Context: an optimization exercise on an open-source flow, tuned for small area, a short achievable clock period and few clock cycles. The choices shown serve that exercise and are no tape-out recipe.
No functional check of the RTL was part of any run shown here.

<file path="flow/flow/run.sh">
#!/bin/bash
# Standard ORFS layout, with plain buf_1 cells as the port buffers.
set -euo pipefail
export BUFFER_PORTS_ARGS="-buffer_cell sky130_fd_sc_hd__buf_1"
bash standard.sh > standard_flow.log 2>&1
</file>
<file path="flow/standard.sh">
#!/bin/bash
# synth_recipe.tcl (not shown) runs the flow's synth.tcl, then flattens the netlist and writes it again
# the make line also repeats each setting of config.mk as NAME=value (left out here)
make -C /OpenROAD-flow-scripts/flow DESIGN_CONFIG=/design/flow/config.mk WORK_HOME=/design/flow/orfs CLKGATE_MAP_FILE= SYNTH_SCRIPT=/design/flow/synth_recipe.tcl "${@:-finish}"
</file>
<file path="flow/config.mk">
export PLATFORM = sky130hd
export DESIGN_NAME = binary_to_bcd
export DESIGN_NICKNAME = binary_to_bcd
export VERILOG_FILES = /design/flow/design.v
export SDC_FILE = /design/flow/constraint.sdc
export NUM_CORES = 4
export LEC_CHECK = 0
export ABC_AREA = 1
export CAP_MARGIN = 20
export CORE_MARGIN = 2
export CORE_UTILIZATION = 60
export SETUP_SLACK_MARGIN = 3.5
export SLEW_MARGIN = 20
</file>
<file path="flow/constraint.sdc">
create_clock -name core_clock -period 6.0 [get_ports {clk_in}]
set_input_delay 1.2000 -clock core_clock [delete_from_list [all_inputs] [get_ports {clk_in}]]
set_output_delay 1.2000 -clock core_clock [all_outputs]
set_load 0.01 [all_outputs]
</file>
<file path="flow/design.v">
`timescale 1ns / 1ps
module binary_to_bcd( input clk_in,
                      input [5:0] game_state,
                      input start,
                      input [23:0] binary_in,
                      output logic [31:0] bcd_out,
                      output logic busy
    );
    logic [31:0] R;
    logic [3:0]  t;                   
    wire rst = (game_state == 6'd1);
    logic [31:0] ld;
    logic [3:0]  t0;
    logic [3:0] zr, sel;
    always_comb begin
        zr[0] = 1'b1;
        zr[1] = (binary_in[23:19] == '0);
        zr[2] = (binary_in[23:13] == '0);
        zr[3] = (binary_in[23:5] == '0);
        for (int i = 0; i < 4; i++)
            sel[i] = zr[i] & (i == 3 || !zr[i + 1]);
        ld = '0;
        t0 = '0;
        ld = ld | ({32{sel[0]}} & {binary_in[21:0], 8'h0, binary_in[23:22]});
        t0 = t0 | ({4{sel[0]}} & 4'd1);
        ld = ld | ({32{sel[1]}} & {binary_in[15:0], 8'h0, binary_in[23:16]});
        t0 = t0 | ({4{sel[1]}} & 4'd4);
        ld = ld | ({32{sel[2]}} & {binary_in[9:0], 8'h0, binary_in[23:10]});
        t0 = t0 | ({4{sel[2]}} & 4'd7);
        ld = ld | ({32{sel[3]}} & {binary_in[1:0], 8'h0, binary_in[23:2]});
        t0 = t0 | ({4{sel[3]}} & 4'd11);
    end
    function automatic [4:0] dd(input [3:0] d, input c);
        logic [3:0] s;
        s[3] = d[3] | d[2] & (d[1] | d[0]);
        s[2] = d[2] & !d[1] & !d[0] | d[3] & d[0];
        s[1] = d[1] & !d[2] | d[1] & d[0] | d[3] & !d[0];
        s[0] = !d[0] & (d[3] | d[2] & d[1]) | d[0] & !d[3] & !d[2];
        dd = {s, c};
    endfunction
    function automatic int thr(input int j);
        case (j)
            0: thr = 0;
            1: thr = 0;
            2: thr = 8;
            3: thr = 8;
            4: thr = 16;
            5: thr = 16;
            6: thr = 20;
            default: thr = 0;
        endcase
    endfunction
    logic [31:0] nxt, blk;
    always_comb begin
        logic [32:0] r;
        logic z;
        nxt = R;
        for (int l = 0; l < 2; l++) begin
            r[0] = nxt[31];
            for (int j = 0; j < 7; j++)
                if (2 * int'(t) + l >= thr(j))
                    r[4*j +: 5] = dd(nxt[4*j +: 4], r[4*j]);
                else
                    r[4*j +: 5] = {nxt[4*j +: 4], r[4*j]};
            r[32:29] = nxt[31:28];
            nxt = r[31:0];
        end
        blk = nxt;
        z = (nxt[31:28] == 4'd0);
        blk[31] = z;
        blk[29] = z;
        for (int j = 6; j >= 1; j--) begin
            z = z & (nxt[4*j +: 4] == 4'd0);
            blk[4*j+3] = nxt[4*j+3] | z;
            blk[4*j+1] = nxt[4*j+1] | z;
        end
    end
    wire last = (t == 4'd11);
    logic run;
    always_ff @(posedge clk_in) begin
        if (rst)       busy <= 1'b0;
        else if (busy) busy <= !last;
        else           busy <= start;
    end
    always_ff @(posedge clk_in) begin
        t <= run ? t + 1'b1 : t0;
        if (rst) begin
            run <= 1'b0;
            R    <= '0;
        end else if (run) begin
            run <= !last;
            R    <= last ? blk : nxt;
        end else if (start) begin
            run <= 1'b1;
            R    <= ld;
        end
    end
    assign bcd_out = R;
endmodule
</file>
==> results by group, run 1 <==
Worst setup path
  – Crit Path Category: in -> reg
  – Max FO, Critical Path: 15
  – Critical Path End Type: flop
  – Type of origin of the critical path: input pin
  – Data arrival at the endpoint of the critical path: 2.55 ns
  – Data required time at the worst endpoint: 6.17 ns

Cells and area
  – Most common cell after layout, fill and taps aside: nand2_1
  – Number of diodes added for antenna fixing: 0
  – Final net count: 682
  – Share of layout cells above drive strength 1: 9.10%
  – Fill cell instance count of the final layout: 523
  – Synth-to-Final Area Change: 14.0%
  – Storage cell area: 764 um2
  – Area of all placed cells without fillers: 3770 um2
  – Filler-free cell count of the finished design: 720
  – Final core occ: 69.7%
  – Multi-input gate area in the final layout: 2190 um2
  – Commonest cells after routing, fill and taps aside: nand2_1, inv_1, buf_1

Floorplan
  – Starting density of the core: 61.2%
  – I/O pins: 65
  – DIE HEIGHT: 78.2 um
  – Number of cell rows: 27
  – CORE AREA: 5410 um2
  – Chip width: 78.2 um
  – Die outline area: 6120 um2

Timing
  – Final critical delay including setup and external delays: 2.38 ns
  – Max transition margin: 73.8%
  – Layout Skew: 0.00633 ns
  – Final Setup Violations: 0
  – Worst Max-Slew Pin Slew: 0.392 ns
  – Final-layout setup total negative slack: 0 ns
  – Setup repair after global routing missed its margin: false
  – Period utilisation layout: 39.7%
  – Fmax: 420 MHz
  – Final-report max-slew violation count: 0
  – Final number of hold-violating endpoints: 0

Route
  – DRC marker count from the first detailed-route iteration: 346
  – Total number of vias: 4202
  – Via count normalized by instance count: 5.84
  – Iteration count of the initial detailed-routing pass: 6
  – WL per Instance: 14.5 um
  – DRC violation count after routing: 0
  – Residual antenna-violating net count after detailed routing: 0
  – Total routed wirelength: 10400 um

Clocking
  – CTS H-tree depth: 2
  – TritonCTS clock tree: built
  – Cts bufs inserted: 5
  – Cell at the root of the clock tree: clkbuf_8
  – Clk pin slew, worst setup/hold paths: 0.08 ns
  – Maximum root-to-sink buffer count: 2
  – Sink count of the clock tree: 38
  – Number of hold buffers added after CTS: 0
  – Later-pin clock latency in the skew report: 0.29 ns

Place
  – Routability Congestion: 0.934
  – Post-DP HPWL: 7820 um
  – Number of port buffers: 64
  – Post-placement cell count: 706
  – Placed Area: 3580 um2

Synthesis
  – Netlist cell types: 42
  – FF+latch count, synth: 38
  – Fraction of the yosys area taken by sequential cells: 23.0%
  – Synth warnings: 2
  – Post-synthesis cell count: 583
  – Predominant post-synthesis flop cell: dfxtp_1
  – Total nets after synthesis: 617
  – Synthesized area divided by synthesized cell count: 5.67 um2
  – Post-synthesis instance area: 3310 um2
  – Ys async rst share: 0%
  – Count of flip-flops with a built-in enable after synthesis: 0

Status
  – Run status: no timing/DRC/antenna violations

Hold path
  – HP Class: reg -> reg

Global routing
  – Number of global-route vias before repair: 3614
  – First-pass GRT wire length: 16800 um
  – Antenna violations before repair: 0
  – GRT Overall Usage: 33.6%
  – Overflow left after global routing: 0
  – Largest net degree at the start of global routing: 35

Run
  – Max-cap violation count: 0
==> layer usage <==
layer  up-vias  share of wire, %  track usage [%]  routed length [um]
met5         -                 0                0                   0
met1      1915                43             43.9                4480
met4         0               2.8             13.0                 295
li1       2069                 -                -                   -
met3        26               7.1             5.17                 740
met2       192                47             55.9                4930
==> per-stage QoR <==
step / hold slack, ns / setup WS [ns]
floorplan: 0.431 / 3.49
global placement: 0.442 / 2.80
detailed placement: 0.464 / 2.71
CTS: 0.481 / 3.53
global route: 0.496 / 3.52
finish: 0.478 / 3.62
==> cells by family after synthesis <==
family | after synthesis | synth area share (%)
AOI/OAI and AO/OA | 129 | 23.9
xor gates and xnor gates | 1 | 0.265
adders and majority gates | 2 | 0.757
buffers and inverters | 102 | 12.3
DFF | 38 | 23.0
and+or+nand+nor | 311 | 39.8
==> path summary, 6_finish.rpt <==
check / startpoint / end / slack, ns / cells after the start
worst max-delay path: binary_in[21] / R[22] / 3.62 / 8
worst min-delay path: t[0] / t[0] / 0.48 / 1
worst max register to register: R[20] / R[17] / 3.74 / 13
worst min register to register: t[0] / t[0] / 0.48 / 1
==> synthesized netlist by cell type, drive strengths merged, types with 5 or more instances <==
library cell / n / share of area [%]
nand2: 170 / 20
inv: 85 / 9.7
nor2: 63 / 7.5
nand3: 62 / 9.4
a21oi: 39 / 6.4
dfxtp: 38 / 23
o21ai: 37 / 5.9
o22ai: 15 / 2.8
a31oi: 13 / 2.5
clkbuf: 13 / 1.5
nor3: 6 / 1.1
a221oi: 5 / 1.3
==> state kept, by name (all words and copies together), names as in the netlist <==
name / count
R: 32
t: 4
busy: 1
run: 1
==> final cells by class <==
type | instances | area share [%]
multi-input cells | 443 | 58.0
flip-flops and latches | 38 | 20.3
inverters | 85 | 8.70
repair buffers | 75 | 8.56
well taps | 72 | 2.39
clock buffers | 5 | 1.83
clock inverters | 2 | 0.266
==> critical path, stage by stage <==
cell        delay [ns]
buf_1             0.10
nor3_2            0.20
nand3_2           0.19
clkinvlp_4        0.13
buf_4             0.21
o22ai_1           0.11
a221oi_1          0.30
a21oi_1           0.10
==> timing repair <==
action / in CTS / in global routing
buffers inserted: 1 / 6
pin swaps: 0 / 1
gates resized for setup: 7 / 9
setup endpoints to repair: 24 / 23
==> run 2, diff against run 1 <==
--- a/flow/config.mk
+++ b/flow/config.mk
@@ -11,3 +11,3 @@
 export CORE_UTILIZATION = 60
-export SETUP_SLACK_MARGIN = 3.5
+export SETUP_SLACK_MARGIN = 3.7
 export SLEW_MARGIN = 20
==> run 2 against run 1 <==
Compared with the run above: critical path type unchanged; critical path depth stayed put; non-clock buffer count grew 12; flip-flop and latch count is the same; highest routed layer unchanged; count of clock-buffer cells in the layout up 1; via count up 2.5%; core utilization increased by 5.2 points; register-to-register slack better by 0.08 ns; final cell count rose by 1.8%; fmax is 2.4% higher; synthesized cell count unchanged; worst setup slack improved by 0.055 ns.
==> results by group, run 2 <==
Synthesis
  – Fraction of the yosys area taken by sequential cells: 23.0% (unchanged)
  – Total nets after synthesis: 617 (unchanged)
  – Ys async rst share: 0% (unchanged)
  – Post-synthesis instance area: 3310 um2 (unchanged)
  – Share of the synthesized area in the top cell type: 23.0% (unchanged)
  – Post-synthesis cell count: 583 (unchanged)
  – Synthesized area divided by synthesized cell count: 5.67 um2 (unchanged)
  – Dominant cells by area after synthesis: dfxtp_1, nand2_1, nand3_1
  – Netlist cell types: 42 (unchanged)
  – Predominant post-synthesis flop cell: dfxtp_1
  – Most common cell in the netlist: nand2_1
  – Commonest cells post-synth: nand2_1, inv_1, nand3_1
  – Cell type contributing the most total cell area after synthesis: dfxtp_1
  – FF+latch count, synth: 38 (unchanged)
  – Synth warnings: 2 (unchanged)
  – Count of flip-flops with a built-in enable after synthesis: 0 (unchanged)

Global routing
  – Overflow left after global routing: 0 (unchanged)
  – Number of global-route vias before repair: 3637 (+0.64%)
  – Largest net degree at the start of global routing: 35 (unchanged)
  – First-pass GRT wire length: 16800 um (-0.12%)
  – Antenna violations before repair: 0 (unchanged)
  – GRT Overall Usage: 33.8% (+0.18 points)

Clocking
  – Cts bufs inserted: 5 (unchanged)
  – Cell at the root of the clock tree: clkbuf_8
  – Clk pin slew, worst setup/hold paths: 0.08 ns (about the same)
  – Sink count of the clock tree: 38 (unchanged)
  – Number of hold buffers added after CTS: 0 (unchanged)
  – Maximum root-to-sink buffer count: 2 (unchanged)
  – CTS H-tree depth: 2 (unchanged)
  – TritonCTS clock tree: built
  – Later-pin clock latency in the skew report: 0.30 ns (about the same)

Cells and area
  – Final net count: 694 (+1.8%)
  – Register with the most flip-flops: R
  – Regs by FF count: R: 32 flops, t: 4 flops
  – Filler-free cell count of the finished design: 733 (+1.8%)
  – Share of layout cells above drive strength 1: 13.5% (+4.4 points)
  – Number of diodes added for antenna fixing: 0 (unchanged)
  – Synth-to-Final Area Change: 22.6%
  – Commonest cells after routing, fill and taps aside: nand2_1, inv_1, buf_1
  – Most common cell after layout, fill and taps aside: nand2_1
  – Max reg flops: 32 (unchanged)

Worst setup path
  – Type of origin of the critical path: input pin
  – Data arrival at the endpoint of the critical path: 2.56 ns (about the same)
  – FF-to-FF setup slack: 3.82 ns (+0.08 ns)
  – Crit Path Category: in -> reg
  – Data required time at the worst endpoint: 6.23 ns (+0.06 ns)
  – Critical Path End Type: flop
  – Max FO, Critical Path: 5 (-10)

Floorplan
  – Number of cell rows: 27 (unchanged)
  – DIE HEIGHT: 78.2 um (unchanged)
  – CORE AREA: 5410 um2 (unchanged)
  – Die outline area: 6120 um2 (unchanged)
  – Starting density of the core: 61.2% (unchanged)
  – I/O pins: 65 (unchanged)
  – Chip width: 78.2 um (unchanged)

Place
  – Post-DP HPWL: 7590 um (-2.9%)
  – Post-placement cell count: 706 (unchanged)
  – Number of port buffers: 64 (unchanged)
  – Routability Congestion: 0.986 (+5.7%)

Timing
  – Worst Max-Slew Pin Slew: 0.407 ns (+0.0153 ns)
  – Period utilisation layout: 38.8% (-0.92 points)
  – Setup repair after global routing missed its margin: true
  – Layout Skew: 0.0109 ns (+0.00461 ns)
  – Final Setup Violations: 0 (unchanged)
  – Fmax: 430 MHz (+2.4%)
  – Final-report max-slew violation count: 0 (unchanged)
  – Final critical delay including setup and external delays: 2.33 ns (-0.0550 ns)
  – Final number of hold-violating endpoints: 0 (unchanged)
  – Max transition margin: 72.8% (-0.92 points)
  – Final-layout setup total negative slack: 0 ns (unchanged)

Route
  – WL per Instance: 14.8 um (+1.9%)
  – Total routed wirelength: 10800 um (+3.8%)
  – Total number of vias: 4306 (+2.5%)
  – Residual antenna-violating net count after detailed routing: 0 (unchanged)
  – Via count normalized by instance count: 5.87 (+0.66%)
  – Iteration count of the initial detailed-routing pass: 5 (-1)
  – DRC marker count from the first detailed-route iteration: 433 (+25%)
  – DRC violation count after routing: 0 (unchanged)

Status
  – Run status: no timing/DRC/antenna violations

Hold path
  – HP Class: reg -> reg

Run
  – Max-cap violation count: 0 (unchanged)
## run 2: cell count changes in the layout (fill, tap and decap cells not counted), moves of 3 or more
cell and delta:
o221ai_1 -3, nand2_4 +3, inv_2 +4, o221ai_2 +3, inv_1 -4, buf_4 +11
## run 2: critical path, cell delays in order
cell and delay [ns]:
buf_8 0.10, nor3_4 0.22, nand3_4 0.18, nor2_4 0.27, nand2_4 0.12, nor2_4 0.21
a221oi_1 0.12, a21oi_1 0.14
## run 2: cell type report
| cell class | instances | area (um2) |
|---|---|---|
| sequential | 38 | 766 |
| timing repair buffer | 87 | 435 |
| clock inverter | 2 | 60.1 |
| clock buffer | 6 | 82.6 |
| multi-input combinational | 443 | 2280 |
| inverter | 85 | 337 |
| fill | 468 | 1350 |
| tap | 72 | 90.1 |
## run 2: layer usage
metal	global-route usage, %	vias up	part of all wire, %
li1	-	2091	-
met1	43.7	1964	41
met2	58.3	217	47
met4	10.5	0	2.9
met3	4.71	34	8.6
met5	0	-	0
## run 2: kinds of logic (layout without fill, tap and decap cells)
kind of cell / count (synthesis) / after routing / share of synthesized area [%]
simple gates: 311 / 311 / 39.8
compound gates: 129 / 129 / 23.9
buf+inv: 102 / 180 / 12.3
flops: 38 / 38 / 23.0
fa+ha+maj: 2 / 2 / 0.757
xor+xnor: 1 / 1 / 0.265
## run 2: repair_timing
item | 4_1_cts | 5_1_grt
hold endpoints to repair | 0 | 0
pin swaps | 4 | 16
gates cloned | 0 | 0
buffers inserted | 3 | 16
gates resized for setup | 12 | 31
endpoints found under the setup margin | 26 | 21
## run 2: per-stage QoR
step           util [%]  setup slack [ns]  hold WS [ns]  cell area, um2
3_5_place_dp       67.2              3.02         0.460            3630
5_1_grt            75.0              3.60         0.506            4050
2_1_floorplan         -              3.71         0.431            3370
4_1_cts            71.0              3.70         0.470            3840
3_3_place_gp       67.2              3.10         0.445            3630
6_report           75.0              3.67         0.464            4050
## run 2: final timing paths
kind                      start  endpoint  depth (start not counted)
setup / recovery  binary_in[21]     R[27]                          8
hold / removal             t[0]      t[0]                          1
setup reg to reg           t[3]      R[7]                         14
hold reg to reg            t[0]      t[0]                          1
==> run 3, diff against run 2 <==
--- a/flow/design.v
+++ b/flow/design.v
@@ -52,2 +52,12 @@
     endfunction
+    logic [2:0] ge;
+    logic       lst;
+    function automatic logic gate(input int j);
+        case (thr(j))
+            8: gate = ge[0];
+            16: gate = ge[1];
+            20: gate = ge[2];
+            default: gate = 1'b1;
+        endcase
+    endfunction
     logic [31:0] nxt, blk;
@@ -60,3 +70,3 @@
             for (int j = 0; j < 7; j++)
-                if (2 * int'(t) + l >= thr(j))
+                if (gate(j))
                     r[4*j +: 5] = dd(nxt[4*j +: 4], r[4*j]);
@@ -77,3 +87,10 @@
     end
-    wire last = (t == 4'd11);
+    wire last = lst;
+    wire [3:0] tn = run ? t + 1'b1 : t0;
+    always_ff @(posedge clk_in) begin
+        lst <= (tn == 4'd11);
+        ge[0] <= (tn >= 4'd4);
+        ge[1] <= (tn >= 4'd8);
+        ge[2] <= (tn >= 4'd10);
+    end
     logic run;
--- a/flow/config.mk
+++ b/flow/config.mk
@@ -11,3 +11,3 @@
 export CORE_UTILIZATION = 60
-export SETUP_SLACK_MARGIN = 3.7
+export SETUP_SLACK_MARGIN = 3.5
 export SLEW_MARGIN = 20
==> run 3 against run 2 <==
Compared with the run above: area after synthesis increased by 2.2%; count of clock-buffer cells in the layout unchanged; worst setup slack got worse by 0.12 ns; flip-flop and latch count increased by 4; synthesized cell count decreased by 1.7%; hold slack improved by 0.036 ns; sequential share of layout area increased by 3.0 points; core utilization decreased by 4.6 points; highest routed layer unchanged.
==> results by group, run 3 <==
Global routing
  – Overflow left after global routing: 0 (unchanged)
  – Most heavily used metal layer in global routing: met2
  – Antenna violations before repair: 0 (unchanged)
  – GRT Overall Usage: 32.8% (-0.97 points)
  – Met2 Use GR: 52.4% (-5.9 points)
  – Number of global-route vias before repair: 3522 (-3.2%)
  – First-pass GRT wire length: 16500 um (-1.4%)
  – Grt met3 use: 4.20% (-0.51 points)
  – Global-route track usage on met1: 45.6% (+1.9 points)
  – Largest net degree at the start of global routing: 34 (-2.9%)

Worst setup path
  – Max stage delay cell, worst path: nor4_2
  – Crit Path Category: in -> reg
  – Max FO, Critical Path: 15 (+10)
  – FF-to-FF setup slack: 3.73 ns (-0.09 ns)
  – CP peak stage delay: 0.33 ns (+0.06 ns)
  – Data arrival at the endpoint of the critical path: 2.61 ns (+0.05 ns)
  – Capture point of the critical path: R[1]
  – Type of origin of the critical path: input pin
  – Reg-to-reg critical path startpoint: run
  – Critical Path End Type: flop
  – End of the worst register-to-register path: R[2]
  – Crit. Startpoint: binary_in[15]
  – FF-to-FF path depth: 5 (-9)
  – Cell-by-cell listing of the critical path: buf_1 -> nor4_2 -> nand3_2 -> nand2_4 -> buf_12 -> nor2_1 -> nor3_1 -> o21ai_0 -> nand2_1 -> a31oi_1
  – Data required time at the worst endpoint: 6.16 ns (-0.07 ns)

Floorplan
  – Number of cell rows: 27 (unchanged)
  – DIE HEIGHT: 79.1 um (+1.1%)
  – I/O pins: 65 (unchanged)
  – Starting density of the core: 61.8% (+0.59 points)
  – Chip width: 79.1 um (+1.1%)
  – Die outline area: 6250 um2 (+2.1%)
  – CORE AREA: 5470 um2 (+1.3%)

Synthesis
  – Netlist cell types: 46 (+9.5%)
  – Most common cell in the netlist: nand2_1
  – Post-synthesis instance area: 3380 um2 (+2.2%)
  – Predominant post-synthesis flop cell: dfxtp_1
  – Count of flip-flops with a built-in enable after synthesis: 0 (unchanged)
  – Total nets after synthesis: 606 (-1.8%)
  – Share of the synthesized area in the top cell type: 24.9% (+1.9 points)
  – Synth warnings: 2 (unchanged)
  – Fraction of the yosys area taken by sequential cells: 24.9% (+1.9 points)
  – FF+latch count, synth: 42 (+11%)
  – Cell type contributing the most total cell area after synthesis: dfxtp_1
  – Post-synthesis cell count: 573 (-1.7%)
  – Ys async rst share: 0% (unchanged)
  – Synthesized area divided by synthesized cell count: 5.90 um2 (+4.0%)
  – Commonest cells post-synth: nand2_1, inv_1, nor2_1
  – Dominant cells by area after synthesis: dfxtp_1, nand2_1, inv_1

Clocking
  – Clk pin slew, worst setup/hold paths: 0.08 ns (about the same)
  – TritonCTS clock tree: built
  – Cell at the root of the clock tree: clkbuf_8
  – Later-pin clock latency in the skew report: 0.29 ns (about the same)
  – Maximum root-to-sink buffer count: 2 (unchanged)
  – Sink count of the clock tree: 42 (+11%)
  – CTS H-tree depth: 2 (unchanged)
  – Cts bufs inserted: 5 (unchanged)

Timing
  – Max transition margin: 68.4% (-4.4 points)
  – Worst Max-Slew Pin Slew: 0.471 ns (+0.0640 ns)
  – Final critical delay including setup and external delays: 2.45 ns (+0.123 ns)
  – Final Setup Violations: 0 (unchanged)
  – Fmax: 408 MHz (-5.0%)
  – Final-layout setup total negative slack: 0 ns (unchanged)
  – Period utilisation layout: 40.8% (+2.0 points)
  – Layout Skew: 0.00603 ns (-0.00491 ns)
  – Final-report max-slew violation count: 0 (unchanged)
  – Worst setup margin: 3.55 ns (-0.123 ns)
  – Final number of hold-violating endpoints: 0 (unchanged)
  – Setup repair after global routing missed its margin: false

Place
  – Number of port buffers: 64 (unchanged)
  – Worst setup slack after placement: 2.84 ns (-0.174 ns)
  – Post-DP HPWL: 7570 um (-0.30%)
  – Placed Area: 3640 um2 (+0.24%)
  – Routability Congestion: 1.00 (+1.8%)
  – Post-placement cell count: 694 (-1.7%)

Cells and area
  – Final core occ: 70.4% (-4.6 points)
  – Max reg flops: 32 (unchanged)
  – Area of all placed cells without fillers: 3850 um2 (-4.9%)
  – Regs by FF count: R: 32 flops, t: 4 flops, ge: 3 flops
  – Register with the most flip-flops: R
  – Commonest cells after routing, fill and taps aside: nand2_1, inv_1, buf_1
  – Most common cell after layout, fill and taps aside: nand2_1
  – Synth-to-Final Area Change: 14.0%
  – Share of layout cells above drive strength 1: 9.34% (-4.1 points)
  – Filler-free cell count of the finished design: 704 (-4.0%)
  – Final net count: 665 (-4.2%)
  – Number of diodes added for antenna fixing: 0 (unchanged)

Run
  – Max-cap violation count: 0 (unchanged)

Route
  – DRC marker count from the first detailed-route iteration: 368 (-15%)
  – DRC violation count after routing: 0 (unchanged)
  – Total number of vias: 4142 (-3.8%)
  – Via count normalized by instance count: 5.88 (+0.15%)
  – Residual antenna-violating net count after detailed routing: 0 (unchanged)
  – Iteration count of the initial detailed-routing pass: 5 (unchanged)
  – Total routed wirelength: 10400 um (-3.7%)
  – WL per Instance: 14.8 um (+0.29%)

Status
  – Run status: no timing/DRC/antenna violations

Hold path
  – HP Class: reg -> reg
run 3: cell types whose count changed in the layout (fill, tap and decap cells not counted), sizes merged, moves of 3 or more:
cell and change:
buf -18, dfxtp +4, inv -4, nand2 -13
nand3 -8, nand3b +3, o21ai +6, o21bai +3
o22ai +3
run 3: logic make-up after synthesis:
family | Yosys count | synth area share (%)
AOI/OAI and AO/OA | 137 | 25.4
xor gates and xnor gates | 1 | 0.259
adders and majority gates | 1 | 0.370
buffers and inverters | 99 | 11.7
DFF | 42 | 24.9
and+or+nand+nor | 293 | 37.3
run 3: per-layer routing:
layer / vias to the layer above / part of all wire (%)
met5: - / 0
li1: 2030 / -
met3: 23 / 6.2
met4: 0 / 2.3
met1: 1913 / 46
met2: 176 / 45
run 3: cell type report:
cell class,instances,area (um2)
timing repair inverter,1,5.00
sequential,42,843
tap,72,90.1
inverter,81,313
timing repair buffer,69,290
multi-input combinational,432,2200
clock inverter,1,30.0
clock buffer,6,82.6
fill,552,1620
run 3: worst min path at each step:
stage / from / end / slack [ns] / cells after the start
after floorplan: t[0] / t[0] / 0.48 / 3
after global placement: busy / busy / 0.47 / 2
after detailed placement: busy / busy / 0.49 / 2
after global routing: busy / busy / 0.52 / 2
final: busy / busy / 0.50 / 2
after CTS: busy / busy / 0.50 / 2
run 3: repair_timing:
action | in CTS | in global routing
setup buffers | 0 | 2
hold buffers | 0 | 0
endpoints found under the setup margin | 23 | 27
pin swaps | 0 | 4
gates cloned | 0 | 1
gates resized for setup | 4 | 18
hold endpoints to repair | 0 | 0
run 3: worst max-delay path: cells and delay by family:
kind	cells	cell delay, ns
AOI/OAI and AO/OA	2	0.22
and+or+nand+nor	6	0.96
buffers and inverters	2	0.24
run 3: stage by stage:
stage               hold WS (ns)
floorplan                  0.476
finish                     0.500
global placement           0.472
CTS                        0.498
detailed placement         0.486
global route               0.519
==> run 4, diff against run 3 <==
--- a/flow/design.v
+++ b/flow/design.v
@@ -52,12 +52,2 @@
     endfunction
-    logic [2:0] ge;
-    logic       lst;
-    function automatic logic gate(input int j);
-        case (thr(j))
-            8: gate = ge[0];
-            16: gate = ge[1];
-            20: gate = ge[2];
-            default: gate = 1'b1;
-        endcase
-    endfunction
     logic [31:0] nxt, blk;
@@ -70,3 +60,3 @@
             for (int j = 0; j < 7; j++)
-                if (gate(j))
+                if (2 * int'(t) + l >= thr(j))
                     r[4*j +: 5] = dd(nxt[4*j +: 4], r[4*j]);
@@ -87,12 +77,10 @@
     end
-    wire last = lst;
-    wire [3:0] tn = run ? t + 1'b1 : t0;
+    wire last = (t == 4'd11);
+    wire         go   = !rst & busy;
+    wire         hold = !rst & !busy & !start;
+    wire         load = !rst & !busy & start;
+    wire [31:0]  Rn   = ({32{go}} & (last ? blk : nxt)) | ({32{hold}} & R) | ({32{load}} & ld);
     always_ff @(posedge clk_in) begin
-        lst <= (tn == 4'd11);
-        ge[0] <= (tn >= 4'd4);
-        ge[1] <= (tn >= 4'd8);
-        ge[2] <= (tn >= 4'd10);
-    end
-    logic run;
-    always_ff @(posedge clk_in) begin
+        t <= busy ? t + 1'b1 : t0;
+        R <= Rn;
         if (rst)       busy <= 1'b0;
@@ -101,15 +89,2 @@
     end
-    always_ff @(posedge clk_in) begin
-        t <= run ? t + 1'b1 : t0;
-        if (rst) begin
-            run <= 1'b0;
-            R    <= '0;
-        end else if (run) begin
-            run <= !last;
-            R    <= last ? blk : nxt;
-        end else if (start) begin
-            run <= 1'b1;
-            R    <= ld;
-        end
-    end
     assign bcd_out = R;
==> run 4 against run 3 <==
Compared with the run above: wire length is 4.3% lower; area after synthesis is 4.9% lower; highest routed layer unchanged.
==> results by group, run 4 <==
Synthesis
  – Fraction of the yosys area taken by sequential cells: 23.0% (-1.8 points)
  – Synth warnings: 2 (unchanged)
  – Count of flip-flops with a built-in enable after synthesis: 0 (unchanged)
  – Most common cell in the netlist: nand2_1
  – Dominant cells by area after synthesis: dfxtp_1, nand2_1, inv_1
  – Post-synthesis mux area share: 0% (unchanged)
  – Simple logic cell fraction of the synthesized area: 40.4% (+3.0 points)
  – Share of the synthesized area in the top cell type: 23.0% (-1.8 points)
  – Adder and majority cell fraction of the synthesized area: 0.778% (+0.41 points)
  – Netlist cell types: 40 (-13%)
  – Compound-gate portion of the synthesized area: 23.2% (-2.2 points)
  – Post-synthesis cell count: 567 (-1.0%)
  – FF+latch count, synth: 37 (-12%)
  – Ys async rst share: 0% (unchanged)
  – Cell type contributing the most total cell area after synthesis: dfxtp_1
  – Synthesized area divided by synthesized cell count: 5.67 um2 (-3.8%)
  – Total nets after synthesis: 601 (-0.83%)
  – Combinational family with the most area after synthesis: simple AND/OR/NAND/NOR gates
  – Commonest cells post-synth: nand2_1, inv_1, nor2_1
  – Post-synthesis instance area: 3220 um2 (-4.9%)
  – Xor/xnor cell area share of the yosys netlist: 0% (-0.26 points)
  – Predominant post-synthesis flop cell: dfxtp_1

Route
  – Uppermost signal routing layer after detailed routing: met4
  – Total number of vias: 4069 (-1.8%)
  – Met1 Wirelength: 4200 um (-12%)
  – DRC marker count from the first detailed-route iteration: 405 (+10%)
  – Wire length on met2: 4600 um (-3.1%)
  – Iteration count of the initial detailed-routing pass: 5 (unchanged)
  – Length of routed met3 wiring: 910 um (+40%)
  – Via count normalized by instance count: 5.80 (-1.5%)
  – DRC violation count after routing: 0 (unchanged)
  – Total routed wirelength: 9990 um (-4.3%)
  – Residual antenna-violating net count after detailed routing: 0 (unchanged)
  – WL per Instance: 14.2 um (-4.0%)

Timing
  – Layout Skew: 0.00455 ns (-0.00149 ns)
  – Final Setup Violations: 0 (unchanged)
  – Final-report max-slew violation count: 0 (unchanged)
  – Setup repair after global routing missed its margin: false
  – Final critical delay including setup and external delays: 2.44 ns (-0.0148 ns)
  – Final-layout setup total negative slack: 0 ns (unchanged)
  – Max transition margin: 70.3% (+1.8 points)
  – Worst Max-Slew Pin Slew: 0.446 ns (-0.0256 ns)
  – Fmax: 411 MHz (+0.61%)
  – Worst setup margin: 3.56 ns (+0.0148 ns)
  – Period utilisation layout: 40.6% (-0.25 points)
  – Final number of hold-violating endpoints: 0 (unchanged)

Cells and area
  – Max reg flops: 32 (unchanged)
  – Final net count: 665 (unchanged)
  – Regs by FF count: R: 32 flops, t: 4 flops, busy: 1 flops
  – Number of diodes added for antenna fixing: 0 (unchanged)
  – Register with the most flip-flops: R
  – Synth-to-Final Area Change: 14.3%
  – Share of layout cells above drive strength 1: 7.28% (-2.1 points)
  – Commonest cells after routing, fill and taps aside: nand2_1, inv_1, buf_1
  – Filler-free cell count of the finished design: 702 (-0.28%)
  – Final core occ: 71.5% (+1.1 points)
  – Most common cell after layout, fill and taps aside: nand2_1

Clocking
  – CTS H-tree depth: 2 (unchanged)
  – Clk pin slew, worst setup/hold paths: 0.07 ns (about the same)
  – Later-pin clock latency in the skew report: 0.28 ns (about the same)
  – Sink count of the clock tree: 37 (-12%)
  – Cell at the root of the clock tree: clkbuf_8
  – Number of hold buffers added after CTS: 0 (unchanged)
  – Maximum root-to-sink buffer count: 2 (unchanged)
  – TritonCTS clock tree: built
  – Cts bufs inserted: 5 (unchanged)

Place
  – Worst setup slack after placement: 2.66 ns (-0.186 ns)
  – Number of port buffers: 64 (unchanged)
  – Post-placement cell count: 688 (-0.86%)
  – Routability Congestion: 1.03 (+2.4%)
  – Post-DP HPWL: 7450 um (-1.6%)

Global routing
  – GRT Overall Usage: 32.9% (+0.11 points)
  – Antenna violations before repair: 0 (unchanged)
  – First-pass GRT wire length: 16100 um (-2.4%)
  – Overflow left after global routing: 0 (unchanged)
  – Number of global-route vias before repair: 3484 (-1.1%)
  – Largest net degree at the start of global routing: 24 (-29%)

Worst setup path
  – Max FO, Critical Path: 7 (-8)
  – Reg-to-reg critical path startpoint: t[3]
  – Critical Path End Type: flop
  – Data arrival at the endpoint of the critical path: 2.64 ns (+0.03 ns)
  – Crit Path Category: in -> reg
  – Data required time at the worst endpoint: 6.20 ns (+0.04 ns)
  – FF-to-FF path depth: 16 (+11)
  – End of the worst register-to-register path: R[7]
  – FF-to-FF setup slack: 3.75 ns (+0.02 ns)
  – Type of origin of the critical path: input pin

Floorplan
  – DIE HEIGHT: 77.2 um (-2.3%)
  – I/O pins: 65 (unchanged)
  – CORE AREA: 5140 um2 (-6.1%)
  – Die outline area: 5960 um2 (-4.6%)
  – Chip width: 77.2 um (-2.3%)
  – Number of cell rows: 26 (-3.7%)
  – Starting density of the core: 62.6% (+0.81 points)

Run
  – Max-cap violation count: 0 (unchanged)

Hold path
  – Hold Path Sink: t[0]
  – Depth of the worst hold-timing path: 1 (-1)
  – HP Class: reg -> reg
  – Startpoint of the tightest hold check path: t[0]

Status
  – Run status: no timing/DRC/antenna violations
[run 4: cell count changes in the layout (fill, tap and decap cells not counted), sizes merged, moves of 4 or more]
| cell | previous run | this run |
|---|---|---|
| a221oi | 5 | 0 |
| a31oi | 13 | 4 |
| o211ai | 0 | 10 |
| dfxtp | 42 | 37 |
| o21ai | 43 | 36 |
| inv | 80 | 84 |
| o221ai | 2 | 8 |
| nand2 | 157 | 184 |
| a21oi | 39 | 28 |
| nor2 | 63 | 57 |
| nand3 | 54 | 47 |
[run 4: worst max-delay path by stage]
| stage | cells after the start | from | endpoint | slack (ns) |
|---|---|---|---|---|
| 2_1_floorplan | 11 | binary_in[22] | R[28] | 3.51 |
| 3_3_place_gp | 12 | binary_in[22] | R[23] | 2.76 |
| 3_5_place_dp | 12 | binary_in[22] | R[23] | 2.66 |
| 4_1_cts | 12 | binary_in[22] | R[23] | 3.50 |
| 5_1_grt | 10 | binary_in[14] | R[30] | 3.48 |
| 6_report | 11 | binary_in[22] | R[18] | 3.56 |
[run 4: cell families (layout without fill, tap and decap cells)]
group / count (synthesis) / in the layout
buffers and inverters: 102 / 167
AOI/OAI and AO/OA: 120 / 120
adders and majority gates: 2 / 2
and+or+nand+nor: 306 / 306
DFF: 37 / 37
[run 4: timing repair]
action | in CTS | in global routing
buffers inserted | 2 | 3
resized for setup | 10 | 20
cloned | 1 | 0
endpoints found under the setup margin | 33 | 25
pin swaps | 2 | 6
[run 4: routing by layer]
metal | vias up | global-route usage (%)
li1 | 2002 | -
met1 | 1813 | 43.2
met2 | 222 | 55.0
met3 | 32 | 5.06
met4 | 0 | 10.5
met5 | - | 2.73
[run 4: final cells by class]
class                           count  area [um2]
Inverter                           87         339
Tap cell                           70        87.6
Fill cell                         512        1470
Timing Repair inverter              1        7.51
Timing Repair Buffer               71         302
Multi-Input combinational cell    428        2110
Clock buffer                        8        80.1
Sequential cell                    37         744
[run 4: critical path: stages]
cell,delay [ns]
buf_1,0.14
nor3_4,0.05
nand2_2,0.11
clkinv_4,0.08
nand4_1,0.14
inv_2,0.10
nor2_4,0.22
clkinvlp_4,0.21
o22ai_1,0.19
nand2_1,0.09
o211ai_1,0.09
[run 4: metrics by stage]
stage / hold slack, ns / cell area (um2)
after CTS: 0.469 / 3610
final: 0.466 / 3670
after global routing: 0.490 / 3670
after detailed placement: 0.459 / 3480
after floorplan: 0.431 / 3230
after global placement: 0.451 / 3480
==> run 5, diff against run 4 <==
--- a/flow/design.v
+++ b/flow/design.v
@@ -9,24 +9,29 @@
     logic [31:0] R;
-    logic [3:0]  t;                   
+    logic [2:0]  t;                   
     wire rst = (game_state == 6'd1);
     logic [31:0] ld;
-    logic [3:0]  t0;
-    logic [3:0] zr, sel;
+    logic [2:0]  t0;
+    wire [31:0] ldr0 = {binary_in[19:0], 8'h0, binary_in[23:20]};
+    wire [31:0] ldr1 = {binary_in[11:0], 8'h0, binary_in[23:12]};
+    wire [31:0] ldr2 = {binary_in[3:0], 8'h0, binary_in[23:4]};
+    logic [2:0] zr, sel;
+    function automatic [4:0] fx(input [3:0] v);
+        logic ge10;
+        ge10 = v[3] & (v[2] | v[1]);
+        fx = {ge10, v[3] & !ge10, ge10 ? v[2] & v[1] : v[2], v[1] ^ ge10, v[0]};
+    endfunction
     always_comb begin
         zr[0] = 1'b1;
-        zr[1] = (binary_in[23:19] == '0);
-        zr[2] = (binary_in[23:13] == '0);
-        zr[3] = (binary_in[23:5] == '0);
-        for (int i = 0; i < 4; i++)
-            sel[i] = zr[i] & (i == 3 || !zr[i + 1]);
+        zr[1] = (binary_in[23:16] == '0);
+        zr[2] = (binary_in[23:8] == '0);
+        for (int i = 0; i < 3; i++)
+            sel[i] = zr[i] & (i == 2 || !zr[i + 1]);
         ld = '0;
         t0 = '0;
-        ld = ld | ({32{sel[0]}} & {binary_in[21:0], 8'h0, binary_in[23:22]});
-        t0 = t0 | ({4{sel[0]}} & 4'd1);
-        ld = ld | ({32{sel[1]}} & {binary_in[15:0], 8'h0, binary_in[23:16]});
-        t0 = t0 | ({4{sel[1]}} & 4'd4);
-        ld = ld | ({32{sel[2]}} & {binary_in[9:0], 8'h0, binary_in[23:10]});
-        t0 = t0 | ({4{sel[2]}} & 4'd7);
-        ld = ld | ({32{sel[3]}} & {binary_in[1:0], 8'h0, binary_in[23:2]});
-        t0 = t0 | ({4{sel[3]}} & 4'd11);
+        ld = ld | ({32{sel[0]}} & {ldr0[31:5], fx(binary_in[23:20])});
+        t0 = t0 | ({3{sel[0]}} & 3'd1);
+        ld = ld | ({32{sel[1]}} & {ldr1[31:5], fx(binary_in[15:12])});
+        t0 = t0 | ({3{sel[1]}} & 3'd3);
+        ld = ld | ({32{sel[2]}} & {ldr2[31:5], fx(binary_in[7:4])});
+        t0 = t0 | ({3{sel[2]}} & 3'd5);
     end
@@ -57,6 +62,6 @@
         nxt = R;
-        for (int l = 0; l < 2; l++) begin
+        for (int l = 0; l < 4; l++) begin
             r[0] = nxt[31];
             for (int j = 0; j < 7; j++)
-                if (2 * int'(t) + l >= thr(j))
+                if (4 * int'(t) + l >= thr(j))
                     r[4*j +: 5] = dd(nxt[4*j +: 4], r[4*j]);
@@ -77,10 +82,5 @@
     end
-    wire last = (t == 4'd11);
-    wire         go   = !rst & busy;
-    wire         hold = !rst & !busy & !start;
-    wire         load = !rst & !busy & start;
-    wire [31:0]  Rn   = ({32{go}} & (last ? blk : nxt)) | ({32{hold}} & R) | ({32{load}} & ld);
+    wire last = (t == 3'd5);
+    logic run;
     always_ff @(posedge clk_in) begin
-        t <= busy ? t + 1'b1 : t0;
-        R <= Rn;
         if (rst)       busy <= 1'b0;
@@ -89,2 +89,15 @@
     end
+    always_ff @(posedge clk_in) begin
+        t <= run ? t + 1'b1 : t0;
+        if (rst) begin
+            run <= 1'b0;
+            R    <= '0;
+        end else if (run) begin
+            run <= !last;
+            R    <= last ? blk : nxt;
+        end else if (start) begin
+            run <= 1'b1;
+            R    <= ld;
+        end
+    end
     assign bcd_out = R;
--- a/flow/config.mk
+++ b/flow/config.mk
@@ -11,3 +11,3 @@
 export CORE_UTILIZATION = 60
-export SETUP_SLACK_MARGIN = 3.5
+export SETUP_SLACK_MARGIN = 3.2
 export SLEW_MARGIN = 20
==> run 5 against run 4 <==
Compared with the run above: still clean; wire length is 92% higher; synthesized cell count is 59% higher; count of clock-buffer cells in the layout is 3 lower; via count is 73% higher; first-iteration DRC count grew to 2.5 times the previous value; fmax is 24% lower; worst setup slack worse by 0.78 ns; global-route usage is 2.4 points higher; non-clock buffer count is 54 higher; hold slack better by 0.0058 ns; sequential share of layout area is 8.1 points lower; area after synthesis is 43% higher; critical endpoint is now R[7]; largest cell class unchanged.
==> results by group, run 5 <==
Timing
  – Fmax: 311 MHz (-24%)
  – Final number of hold-violating endpoints: 0 (unchanged)
  – Setup repair after global routing missed its margin: true
  – Final-report max-slew violation count: 0 (unchanged)
  – Max transition margin: 58.7% (-12 points)
  – Final critical delay including setup and external delays: 3.21 ns (+0.779 ns)
  – Period utilisation layout: 53.6% (+13 points)
  – Worst setup margin: 2.79 ns (-0.779 ns)
  – Layout Skew: 0.0134 ns (+0.00888 ns)
  – Final-layout setup total negative slack: 0 ns (unchanged)
  – Final Setup Violations: 0 (unchanged)
  – Worst Max-Slew Pin Slew: 0.619 ns (+0.174 ns)

Synthesis
  – Post-synthesis cell count: 899 (+59%)
  – Total nets after synthesis: 934 (+55%)
  – Dominant cells by area after synthesis: nand2_1, dfxtp_1, nand3_1
  – Synth warnings: 2 (unchanged)
  – Cell type contributing the most total cell area after synthesis: nand2_1
  – FF+latch count, synth: 37 (unchanged)
  – Ys async rst share: 0% (unchanged)
  – Post-synthesis instance area: 4610 um2 (+43%)
  – Share of the synthesized area in the top cell type: 26.2% (+3.2 points)
  – Netlist cell types: 44 (+10%)
  – Commonest cells post-synth: nand2_1, inv_1, nand3_1
  – Fraction of the yosys area taken by sequential cells: 16.1% (-7.0 points)
  – Most common cell in the netlist: nand2_1
  – Synthesized area divided by synthesized cell count: 5.13 um2 (-9.6%)
  – Predominant post-synthesis flop cell: dfxtp_1
  – Count of flip-flops with a built-in enable after synthesis: 0 (unchanged)

Floorplan
  – Number of cell rows: 31 (+19%)
  – Die outline area: 8400 um2 (+41%)
  – Starting density of the core: 62.9% (+0.32 points)
  – DIE HEIGHT: 91.7 um (+19%)
  – CORE AREA: 7330 um2 (+43%)
  – Chip width: 91.7 um (+19%)
  – I/O pins: 65 (unchanged)

Status
  – Run status: no timing/DRC/antenna violations

Worst setup path
  – Data arrival at the endpoint of the critical path: 3.43 ns (+0.79 ns)
  – Data required time at the worst endpoint: 6.22 ns (+0.02 ns)
  – Type of origin of the critical path: flop
  – Worst path top cell family by delay: simple AND/OR/NAND/NOR gates
  – Max stage delay cell, worst path: dfxtp_2
  – CP peak stage delay: 0.36 ns (+0.14 ns)
  – Critical Path End Type: flop
  – Crit Path Category: reg -> reg
  – Max FO, Critical Path: 7 (unchanged)
  – WP buf/inv: 5 (+1)

Global routing
  – First-pass GRT wire length: 24900 um (+54%)
  – Antenna violations before repair: 0 (unchanged)
  – Number of global-route vias before repair: 5632 (+62%)
  – GRT Overall Usage: 35.3% (+2.4 points)
  – Largest net degree at the start of global routing: 34 (+42%)
  – Overflow left after global routing: 0 (unchanged)

Cells and area
  – Synth-to-Final Area Change: 34.7%
  – Max reg flops: 32 (unchanged)
  – Share of layout cells above drive strength 1: 24.5% (+17 points)
  – Final net count: 1046 (+57%)
  – Number of diodes added for antenna fixing: 0 (unchanged)
  – Most common cell after layout, fill and taps aside: nand2_1
  – Regs by FF count: R: 32 flops, t: 3 flops
  – Register with the most flip-flops: R
  – Commonest cells after routing, fill and taps aside: nand2_1, inv_1, nand3_1

Clocking
  – Cts bufs inserted: 5 (unchanged)
  – Clk pin slew, worst setup/hold paths: 0.09 ns (+0.02 ns)
  – TritonCTS clock tree: built
  – CTS H-tree depth: 2 (unchanged)
  – Maximum root-to-sink buffer count: 2 (unchanged)
  – Number of hold buffers added after CTS: 0 (unchanged)
  – Later-pin clock latency in the skew report: 0.30 ns (+0.02 ns)
  – Sink count of the clock tree: 37 (unchanged)
  – Cell at the root of the clock tree: clkbuf_8

Place
  – Post-DP HPWL: 10700 um (+43%)
  – Number of port buffers: 64 (unchanged)
  – Worst setup slack after placement: 2.36 ns (-0.302 ns)
  – Routability Congestion: 0.910 (-11%)

Route
  – Iteration count of the initial detailed-routing pass: 8 (+3)
  – DRC marker count from the first detailed-route iteration: 1021 (+150%)
  – Residual antenna-violating net count after detailed routing: 0 (unchanged)
  – DRC violation count after routing: 0 (unchanged)
  – WL per Instance: 17.2 um (+21%)
  – Total routed wirelength: 19200 um (+92%)
  – Total number of vias: 7043 (+73%)
  – Via count normalized by instance count: 6.34 (+9.4%)

Run
  – Max-cap violation count: 0 (unchanged)

Hold path
  – HP Class: reg -> reg
-- run 5: final timing paths --
kind / startpoint / endpoint / slack, ns / cells past startpoint
worst max-delay path: t[2] / R[7] / 2.79 / 26
worst min-delay path: t[0] / t[0] / 0.47 / 1
worst max register to register: t[2] / R[7] / 2.79 / 26
worst min register to register: t[0] / t[0] / 0.47 / 1
-- run 5: metrics by stage --
stage	hold WS (ns)	util, %	cell area, um2	instances
3_3_place_gp	0.405	66.9	4910	1045
3_5_place_dp	0.415	66.9	4910	1045
6_report	0.472	84.7	6210	1111
4_1_cts	0.439	72.9	5340	1073
5_1_grt	0.506	84.7	6210	1111
2_1_floorplan	0.392	-	4610	899
-- run 5: repair_timing --
| item | CTS | global route |
|---|---|---|
| cloned | 3 | 0 |
| endpoints found under the setup margin | 30 | 23 |
| setup buffers | 17 | 38 |
| pin swaps | 9 | 40 |
| gates resized for setup | 42 | 168 |
-- run 5: layer usage --
| layer | global-route usage (%) | wire [um] |
|---|---|---|
| met1 | 43.3 | 6740 |
| met2 | 62.9 | 8920 |
| met3 | 6.24 | 2210 |
| met4 | 9.85 | 1280 |
| met5 | 0 | 0 |
-- run 5: area by class of cell --
type	count	area, um2
Multi-Input combinational cell	711	3910
Fill cell	471	1120
Timing Repair Buffer	125	797
Sequential cell	37	752
Inverter	131	515
Tap cell	99	124
Clock buffer	5	68.8
Clock inverter	3	46.3
-- run 5: cell families (layout without fill, tap and decap cells) --
kind of cell / Yosys count / in the layout / share of synthesized area, %
adders and majority gates: 3 / 3 / 0.814
and+or+nand+nor: 538 / 540 / 48.8
DFF: 37 / 37 / 16.1
xor gates and xnor gates: 2 / 2 / 0.380
AOI/OAI and AO/OA: 166 / 166 / 20.9
buffers and inverters: 153 / 264 / 13.0
==> run 6, diff against run 5 <==
--- a/flow/design.v
+++ b/flow/design.v
@@ -9,6 +9,6 @@
     logic [31:0] R;
-    logic [2:0]  t;                   
+    logic [3:0]  t;                   
     wire rst = (game_state == 6'd1);
     logic [31:0] ld;
-    logic [2:0]  t0;
+    logic [3:0]  t0;
     wire [31:0] ldr0 = {binary_in[19:0], 8'h0, binary_in[23:20]};
@@ -31,7 +31,7 @@
         ld = ld | ({32{sel[0]}} & {ldr0[31:5], fx(binary_in[23:20])});
-        t0 = t0 | ({3{sel[0]}} & 3'd1);
+        t0 = t0 | ({4{sel[0]}} & 4'd2);
         ld = ld | ({32{sel[1]}} & {ldr1[31:5], fx(binary_in[15:12])});
-        t0 = t0 | ({3{sel[1]}} & 3'd3);
+        t0 = t0 | ({4{sel[1]}} & 4'd6);
         ld = ld | ({32{sel[2]}} & {ldr2[31:5], fx(binary_in[7:4])});
-        t0 = t0 | ({3{sel[2]}} & 3'd5);
+        t0 = t0 | ({4{sel[2]}} & 4'd10);
     end
@@ -62,6 +62,6 @@
         nxt = R;
-        for (int l = 0; l < 4; l++) begin
+        for (int l = 0; l < 2; l++) begin
             r[0] = nxt[31];
             for (int j = 0; j < 7; j++)
-                if (4 * int'(t) + l >= thr(j))
+                if (2 * int'(t) + l >= thr(j))
                     r[4*j +: 5] = dd(nxt[4*j +: 4], r[4*j]);
@@ -82,19 +82,13 @@
     end
-    wire last = (t == 3'd5);
-    logic run;
+    wire last = (t == 4'd11);
     always_ff @(posedge clk_in) begin
-        if (rst)       busy <= 1'b0;
-        else if (busy) busy <= !last;
-        else           busy <= start;
-    end
-    always_ff @(posedge clk_in) begin
-        t <= run ? t + 1'b1 : t0;
+        t <= busy ? t + 1'b1 : t0;
         if (rst) begin
-            run <= 1'b0;
+            busy <= 1'b0;
             R    <= '0;
-        end else if (run) begin
-            run <= !last;
+        end else if (busy) begin
+            busy <= !last;
             R    <= last ? blk : nxt;
         end else if (start) begin
-            run <= 1'b1;
+            busy <= 1'b1;
             R    <= ld;
--- a/flow/config.mk
+++ b/flow/config.mk
@@ -11,3 +11,3 @@
 export CORE_UTILIZATION = 60
-export SETUP_SLACK_MARGIN = 3.2
+export SETUP_SLACK_MARGIN = 3.5
 export SLEW_MARGIN = 20
==> run 6 against run 5 <==
Compared with the run above: critical path type is now in -> reg; largest cell class unchanged; still clean; critical endpoint is now R[26]; non-clock buffer count fell by 50; core utilization fell by 14 points; wire length fell by 46%; global-route usage fell by 2.9 points; critical path depth fell by 17; synthesized cell count fell by 33%.
==> results by group, run 6 <==
Status
  – Run status: no timing/DRC/antenna violations

Route
  – Length of routed met3 wiring: 812 um (-63%)
  – Iteration count of the initial detailed-routing pass: 6 (-2)
  – Total number of vias: 4239 (-40%)
  – Residual antenna-violating net count after detailed routing: 0 (unchanged)
  – Wire length on met2: 4680 um (-48%)
  – WL per Instance: 13.9 um (-19%)
  – Met1 Wirelength: 4640 um (-31%)
  – DRC violation count after routing: 0 (unchanged)
  – Uppermost signal routing layer after detailed routing: met4
  – DRC marker count from the first detailed-route iteration: 385 (-62%)
  – Total routed wirelength: 10300 um (-46%)
  – Via count normalized by instance count: 5.73 (-9.6%)

Timing
  – Final critical delay including setup and external delays: 2.37 ns (-0.842 ns)
  – Final number of hold-violating endpoints: 0 (unchanged)
  – Worst Max-Slew Pin Slew: 0.709 ns (+0.0900 ns)
  – Setup repair after global routing missed its margin: false
  – Final-report max-slew violation count: 0 (unchanged)
  – Final-layout setup total negative slack: 0 ns (unchanged)
  – Max transition margin: 52.6% (-6.0 points)
  – Fmax: 422 MHz (+35%)
  – Period utilisation layout: 39.5% (-14 points)
  – Layout Skew: 0.00825 ns (-0.00517 ns)
  – Final Setup Violations: 0 (unchanged)

Clocking
  – Clk pin slew, worst setup/hold paths: 0.08 ns (about the same)
  – TritonCTS clock tree: built
  – Later-pin clock latency in the skew report: 0.30 ns (about the same)
  – Cts bufs inserted: 5 (unchanged)
  – CTS H-tree depth: 2 (unchanged)
  – Cell at the root of the clock tree: clkbuf_8
  – Sink count of the clock tree: 37 (unchanged)
  – Maximum root-to-sink buffer count: 2 (unchanged)

Cells and area
  – Synth-to-Final Area Change: 13.8%
  – Multi-input gate area in the final layout: 2230 um2 (-43%)
  – Max reg flops: 32 (unchanged)
  – Storage cell area: 744 um2 (-1.0%)
  – Number of diodes added for antenna fixing: 0 (unchanged)
  – Final net count: 701 (-33%)
  – Fill cell instance count of the final layout: 523 (+11%)
  – Share of layout cells above drive strength 1: 8.83% (-16 points)
  – Regs by FF count: R: 32 flops, t: 4 flops, busy: 1 flops
  – Register with the most flip-flops: R
  – Area of all placed cells without fillers: 3850 um2 (-38%)
  – Most common cell after layout, fill and taps aside: nand2_1
  – Commonest cells after routing, fill and taps aside: nand2_1, inv_1, buf_1

Worst setup path
  – Reg-to-reg critical path startpoint: t[3]
  – CP peak stage delay: 0.22 ns (-0.14 ns)
  – WP buf/inv: 2 (-3)
  – Type of origin of the critical path: input pin
  – Cell-by-cell listing of the critical path: buf_1 -> nor2_1 -> nand3_1 -> nor2_4 -> nand2_4 -> buf_4 -> o21ai_0 -> nand2_1 -> a31oi_1
  – Max stage delay cell, worst path: a31oi_1
  – Critical Path End Type: flop
  – Data required time at the worst endpoint: 6.23 ns (about the same)
  – Data arrival at the endpoint of the critical path: 2.60 ns (-0.83 ns)
  – Max FO, Critical Path: 9 (+2)
  – Crit. Startpoint: binary_in[21]
  – FF-to-FF path depth: 16 (-38%)
  – FF-to-FF setup slack: 3.73 ns (+0.94 ns)
  – Crit Path Category: in -> reg
  – End of the worst register-to-register path: R[21]
  – Worst path top cell family by delay: simple AND/OR/NAND/NOR gates

Global routing
  – Largest net degree at the start of global routing: 34 (unchanged)
  – Number of global-route vias before repair: 3650 (-35%)
  – Overflow left after global routing: 0 (unchanged)
  – Antenna violations before repair: 0 (unchanged)
  – GRT Overall Usage: 32.3% (-2.9 points)
  – First-pass GRT wire length: 16300 um (-35%)

Floorplan
  – Die outline area: 6260 um2 (-25%)
  – I/O pins: 65 (unchanged)
  – Number of cell rows: 27 (-13%)
  – Chip width: 79.1 um (-14%)
  – DIE HEIGHT: 79.1 um (-14%)
  – Starting density of the core: 61.9% (-0.99 points)
  – CORE AREA: 5470 um2 (-25%)

Synthesis
  – Cell type contributing the most total cell area after synthesis: nand2_1
  – Xor/xnor cell area share of the yosys netlist: 0.259% (-0.12 points)
  – FF+latch count, synth: 37 (unchanged)
  – Share of the synthesized area in the top cell type: 22.4% (-3.8 points)
  – Combinational family with the most area after synthesis: simple AND/OR/NAND/NOR gates
  – Adder and majority cell fraction of the synthesized area: 0.739% (-0.076 points)
  – Total nets after synthesis: 637 (-32%)
  – Compound-gate portion of the synthesized area: 22.1% (+1.2 points)
  – Commonest cells post-synth: nand2_1, inv_1, nand3_1
  – Synth warnings: 2 (unchanged)
  – Ys async rst share: 0% (unchanged)
  – Simple logic cell fraction of the synthesized area: 42.0% (-6.8 points)
  – Synthesized area divided by synthesized cell count: 5.62 um2 (+9.5%)
  – Predominant post-synthesis flop cell: dfxtp_1
  – Fraction of the yosys area taken by sequential cells: 21.9% (+5.8 points)
  – Post-synthesis instance area: 3390 um2 (-27%)
  – Most common cell in the netlist: nand2_1
  – Count of flip-flops with a built-in enable after synthesis: 0 (unchanged)
  – Post-synthesis cell count: 603 (-33%)
  – Post-synthesis mux area share: 0% (unchanged)
  – Dominant cells by area after synthesis: nand2_1, dfxtp_1, inv_1
  – Netlist cell types: 40 (-9.1%)

Hold path
  – Hold Path Sink: t[0]
  – HP Class: reg -> reg
  – Depth of the worst hold-timing path: 1 (unchanged)
  – Startpoint of the tightest hold check path: t[0]

Place
  – Post-DP HPWL: 7630 um (-28%)
  – Number of port buffers: 64 (unchanged)
  – Routability Congestion: 1.05 (+15%)
  – Placed Area: 3650 um2 (-26%)

Run
  – Max-cap violation count: 0 (unchanged)
==> run 6: cell types whose count changed in the layout (fill, tap and decap cells not counted), moves of 12 or more <==
| cell | before | now |
|---|---|---|
| a21oi_1 | 39 | 27 |
| buf_4 | 46 | 11 |
| inv_1 | 114 | 83 |
| nand2_1 | 261 | 201 |
| nand2_2 | 57 | 3 |
| nand3_1 | 80 | 60 |
| nand3_2 | 16 | 4 |
| nor2_1 | 64 | 39 |
==> run 6: layout make-up <==
class	count	area share (%)
Timing Repair Buffer	75	8.37
Clock inverter	1	0.779
Sequential cell	37	19.3
Inverter	91	8.99
Clock buffer	7	2.24
Multi-Input combinational cell	457	58.0
Tap cell	72	2.34
==> run 6: worst reg2reg max path, delay by kind of cell (launching register included) <==
kind | cells | cell delay [ns]
DFF | 1 | 0.46
AOI/OAI and AO/OA | 2 | 0.38
buffers and inverters | 2 | 0.21
and+or+nand+nor | 12 | 1.13
==> run 6: metal layers <==
layer / vias to the layer above / track usage [%]
met5: - / 0
met4: 0 / 10.5
met3: 16 / 3.52
met2: 210 / 53.6
met1: 1912 / 43.9
li1: 2101 / -
==> run 6: how the worst max path moves through the flow <==
stage / endpoint / slack, ns / depth (start not counted)
after floorplan: R[21] / 3.53 / 9
after global placement: R[3] / 3.14 / 11
after detailed placement: R[1] / 3.06 / 10
after CTS: R[29] / 3.51 / 10
after global routing: R[31] / 3.49 / 10
final: R[26] / 3.63 / 9
==> run 6: through the flow <==
stage	instances	utilization [%]	hold slack, ns	worst slack [ns]
2_1_floorplan	603	-	0.417	3.53
3_3_place_gp	723	66.6	0.432	3.14
3_5_place_dp	723	66.6	0.438	3.06
4_1_cts	731	68.9	0.456	3.51
5_1_grt	740	70.4	0.488	3.49
6_report	740	70.4	0.460	3.63
==> run 6: kinds of logic (layout without fill, tap and decap cells) <==
logic type,count (synthesis),in the layout
AND/OR/NAND/NOR,331,332
flip-flops,37,37
XOR/XNOR,1,1
adder cells (fa/ha/maj),2,2
AO/OA/AOI/OAI,122,122
buffers and inverters,110,174
==> run 6: repair_timing <==
item                                    4_1_cts  5_1_grt
cloned                                        0        1
pin swaps                                     0        3
setup buffers                                 0        8
resized for setup                             4        6
hold buffers                                  0        0
endpoints found under the setup margin       23       22

[static timing again, ports no longer ideal]
In the flow no input, the clock included, has a driving cell. The finished layouts below were timed again as built, in two steps. Step 1 assumes that a clkbuf_16 drives the clock port and a buf_2 every other input. Step 2 moves the port delays by t, midway between the first and last clock arrival at a register: inputs arrive t later, outputs are due t later. That takes back most of the time a late clock gives input paths. Slacks: ideal / step 1 / step 2; pairs: ideal / step 1.
run	t (ns)	setup WS [ns]	hold WS [ns]	latest minus earliest clock arrival (ns)
run 1	0.317	3.618 / 3.623 / 3.306	0.478 / 0.478 / 0.478	0.007 / 0.007
run 2	0.322	3.673 / 3.664 / 3.343	0.464 / 0.464 / 0.464	0.010 / 0.011
run 3	0.320	3.550 / 3.559 / 3.239	0.500 / 0.500 / 0.500	0.006 / 0.006
run 4	0.309	3.565 / 3.569 / 3.259	0.466 / 0.466 / 0.466	0.005 / 0.005
run 5	0.325	2.786 / 2.786 / 2.786	0.472 / 0.472 / 0.472	0.013 / 0.013
run 6	0.324	3.628 / 3.638 / 3.314	0.460 / 0.460 / 0.460	0.008 / 0.008
After both steps setup and hold are still met in every run listed. For run 2, which loses most, drivers alone change the setup slack by -0.009 ns; drivers and shift together by -0.330 ns.
